From an optimization exercise on the open Yosys and OpenROAD flow, aimed at small area and a short achievable clock period; shortcuts taken in it are not production practice. Where RTL was checked, it was by simulation tests only, not by an equivalence proof against the original. Power figures rest on the tool's default switching activity, not on a simulated workload.

## P
Design alu64_sync, start of the top module:
module alu64_sync(
    input clk,
    input en,
    input MD,
    input [2:0] OP,
    input [63:0] R1,
    input [63:0] R2,
    output reg EQ,
    output reg GT,
    output reg LT,
    output reg OVR,
    output reg [63:0] Q
    );
Size: about 2800 cells after synthesis, roughly 160 flip-flops, roughly 200 I/O pins, about 16000 um^2 of cells after synthesis.
==> flow/config.mk <==
export PLATFORM = sky130hd
export DESIGN_NAME = alu64_sync
export DESIGN_NICKNAME = alu64_sync
export VERILOG_FILES = /design/flow/design.v
export SDC_FILE = /design/flow/constraint.sdc
export NUM_CORES = 4
export LEC_CHECK = 0
export ABC_AREA = 1
export CAP_MARGIN = 20
export CORE_MARGIN = 2
export CORE_UTILIZATION = 40
export CTS_BUF_LIST = sky130_fd_sc_hd__clkbuf_4 sky130_fd_sc_hd__clkbuf_8
export SETUP_SLACK_MARGIN = 1.5
export SLEW_MARGIN = 20
==> flow/constraint.sdc <==
create_clock -name core_clock -period 4.0 [get_ports {clk}]
set_input_delay 0.8000 -clock core_clock [delete_from_list [all_inputs] [get_ports {clk}]]
set_output_delay 0.8000 -clock core_clock [all_outputs]
set_load 0.01 [all_outputs]
standard.sh (not shown) runs the stock make flow with config.mk's settings and CLKGATE_MAP_FILE= SYNTH_SCRIPT=/design/flow/synth_recipe.tcl, a recipe that flattens the netlist after the stock synthesis.
==> flow/flow/run.sh <==
#!/bin/bash
# Standard ORFS layout (the standard.sh), with the port buffers made from the
# smallest buffer cell instead of the one buffer_ports picks by default.
set -euo pipefail
bash standard.sh BUFFER_PORTS_ARGS="-buffer_cell sky130_fd_sc_hd__buf_1" finish > standard.log 2>&1
## Diff of input files: Q against P
==> flow/flow/run.sh <==
#!/bin/bash
# Layout flow: the standard.sh throughout, with two changes.
#  1. Synthesis runs with a copy of the ORFS scripts whose ABC area script is
#     replaced by flow/abc_area.script (the &nf mapper with area recovery);
#     everything else in synthesis (synth_recipe.tcl, synth.tcl) is unchanged.
#  2. The port buffers use the smallest buffer cell (buf_1).
set -euo pipefail
rm -rf scripts_mod
cp -r "$FLOW_HOME/scripts" scripts_mod
cp flow/abc_area.script scripts_mod/abc_area.script
bash standard.sh SCRIPTS_DIR="$PWD/scripts_mod" ABC_AREA=1 synth > synth.log 2>&1
bash standard.sh BUFFER_PORTS_ARGS="-buffer_cell sky130_fd_sc_hd__buf_1" finish > standard.log 2>&1
==> flow/flow/abc_area.script (new file) <==
strash
&get -n
&st
&dch
&nf
&put
topo
stime -c
buffer -c
upsize -c
dnsize -c
## What came out
Sequential power ends up higher on Q.
P reports its uppermost metal layer occupied by signal nets as met4 while Q reports met5.
Of P and Q, the run reporting the higher antenna diode count was Q.
Diff P -> Q: cell count shows a reduction of about 25%, number of well-tap cells placed down about 1.4%, cell area after placement down 120 um^2.
P has a lower average size of a mapped cell than Q.
No functional check of the RTL was part of any run of this note.

Setup of try-umber:
alu64_sync, a different RTL version from the one above (not shown whole).
Size: about 2800 cells after synthesis, about 160 flip-flops, roughly 16000 um^2 of cells after synthesis.
clock: 4.0 ns
lec_check: 0
abc_area: 1
cap_margin: 20
core_margin: 2
core_utilization: 50
cts_buf_list: sky130_fd_sc_hd__clkbuf_4 sky130_fd_sc_hd__clkbuf_8
setup_slack_margin: 1.6
slew_margin: 20
==> flow/flow/run.sh <==
#!/bin/bash
# Standard ORFS layout (the standard.sh), with the port buffers made from the
# smallest buffer cell instead of the one buffer_ports picks by default.
set -euo pipefail
bash standard.sh BUFFER_PORTS_ARGS="-buffer_cell sky130_fd_sc_hd__buf_1" finish > standard.log 2>&1
diff inputs: try-umber => try-cedar
Settings: putting PLACE_DENSITY at 0.75 where nothing was set; swapping 1.6 for 1.7 in SETUP_SLACK_MARGIN.
### Flow results
try-cedar vs try-umber, instance count: try-cedar lower
Compared try-cedar vs try-umber, and power in combinational cells is up in try-cedar.
Between try-umber and try-cedar, the difference in xor/xnor share of the synthesized area is negligible.
Combinational group share of total power: try-cedar > try-umber
Going from try-umber to try-cedar, largest stage delay on the critical path shrinks by 0.09 ns.
On overall power after layout, try-umber and try-cedar are basically level.
Against try-umber as the reference, try-cedar delivers a higher area taken by multi-input logic gates.
The final reports for try-cedar and try-umber show hold slack higher in the former.
Compare try-umber and try-cedar | arrival time of data at the critical path endpoint lower: try-cedar
As far as number of different library cells in the post-synthesis netlist goes, try-umber and try-cedar are indistinguishable; the numbers are identical.
Input-level comparison between try-ember and try-cedar:
Settings: PLACE_DENSITY no longer set, was 0.75; SETUP_SLACK_MARGIN now 1.5, was 1.7; CORE_UTILIZATION now 40, was 50; CTS_BUF_LIST no longer set, was sky130_fd_sc_hd__clkbuf_4 sky130_fd_sc_hd__clkbuf_8.
### Flow results
try-ember ended up with V_r[1] as its start point of the critical path; try-cedar ended up with OP[1].
Changes observed in try-ember relative to try-cedar: reported sequential group power +about 2%, final wirelength saw an increase, total power now larger.
try-ember vs. try-cedar: number of nets at the end of the flow went down by 0.36%.
Across try-cedar and try-ember, the outcome is the same: a clean finish for every run.
Comparing try-ember with try-cedar, the switching power summed over all nets came out essentially unchanged.
diff inputs: try-ember => try-maple
Settings: CTS_BUF_LIST newly set to sky130_fd_sc_hd__clkbuf_4 sky130_fd_sc_hd__clkbuf_8; SETUP_SLACK_MARGIN changed from 1.5 to 1.3.
==> comparison <==
Diff try-ember..try-maple | fraction of synthesized area in multiplexers | unchanged. try-maple ends up with a longest individual stage delay on the worst path that is 0.31 ns higher than in try-ember. Portion of the clock cycle consumed by the worst path in the final layout (higher): try-maple. Diff try-ember..try-maple | count of multi-input gates | unchanged. Compared with try-ember, try-maple ends up with less cell area. try-ember -> try-maple: total net switching power decreased by a few percent. Taking try-ember as the reference point, the post-route worst hold slack of try-maple rises by 0.0068 ns. Across both runs, share of final-layout standard cells stronger than drive strength 1 was lower for try-maple than for try-ember.

[static timing again, ports no longer ideal]
How much do the figures lean on ideal ports? The routed layouts below were timed once more, with nothing changed but the port constraints. Step 1: set_driving_cell puts a clkbuf_16 on clk and a buf_2 on each other input, an assumption about the parent block. Step 2 adds t to the input delays and takes it off the output delays; t is the mean of the earliest and latest rising clock arrival at the registers after step 1. Input paths then give back, and output paths get back, about the clock's delay inside the block. Slacks: no drivers / after step 1 / after step 2; pairs: no drivers / after step 1.
| run | t, ns | slack for setup (ns) | worst hold slack (ns) | worst setup path at the end | slew at the worst register clock pin (ns) |
|---|---|---|---|---|---|
| P | 0.551 | 1.524 / 1.548 / 0.997 | 0.409 / 0.409 / 0.409 | input to register | 0.11 / 0.11 |
| Q | 0.532 | 1.145 / 1.151 / 0.619 | 0.341 / 0.341 / 0.341 | input to register | 0.11 / 0.11 |
| try-umber | 0.516 | 1.602 / 1.615 / 1.099 | 0.334 / 0.334 / 0.334 | input to register | 0.11 / 0.11 |
| try-cedar | 0.532 | 1.663 / 1.682 / 1.150 | 0.413 / 0.413 / 0.413 | input to register | 0.12 / 0.12 |
| try-ember | 0.514 | 1.518 / 1.518 / 1.107 | 0.377 / 0.377 / 0.377 | input to register | 0.08 / 0.08 |
| try-maple | 0.554 | 1.372 / 1.400 / 0.846 | 0.384 / 0.384 / 0.384 | input to register | 0.11 / 0.11 |
After both steps setup and hold are still met in every run listed. The setup slack of P, which loses most, moves by +0.024 ns with the drivers and by -0.527 ns with both steps.
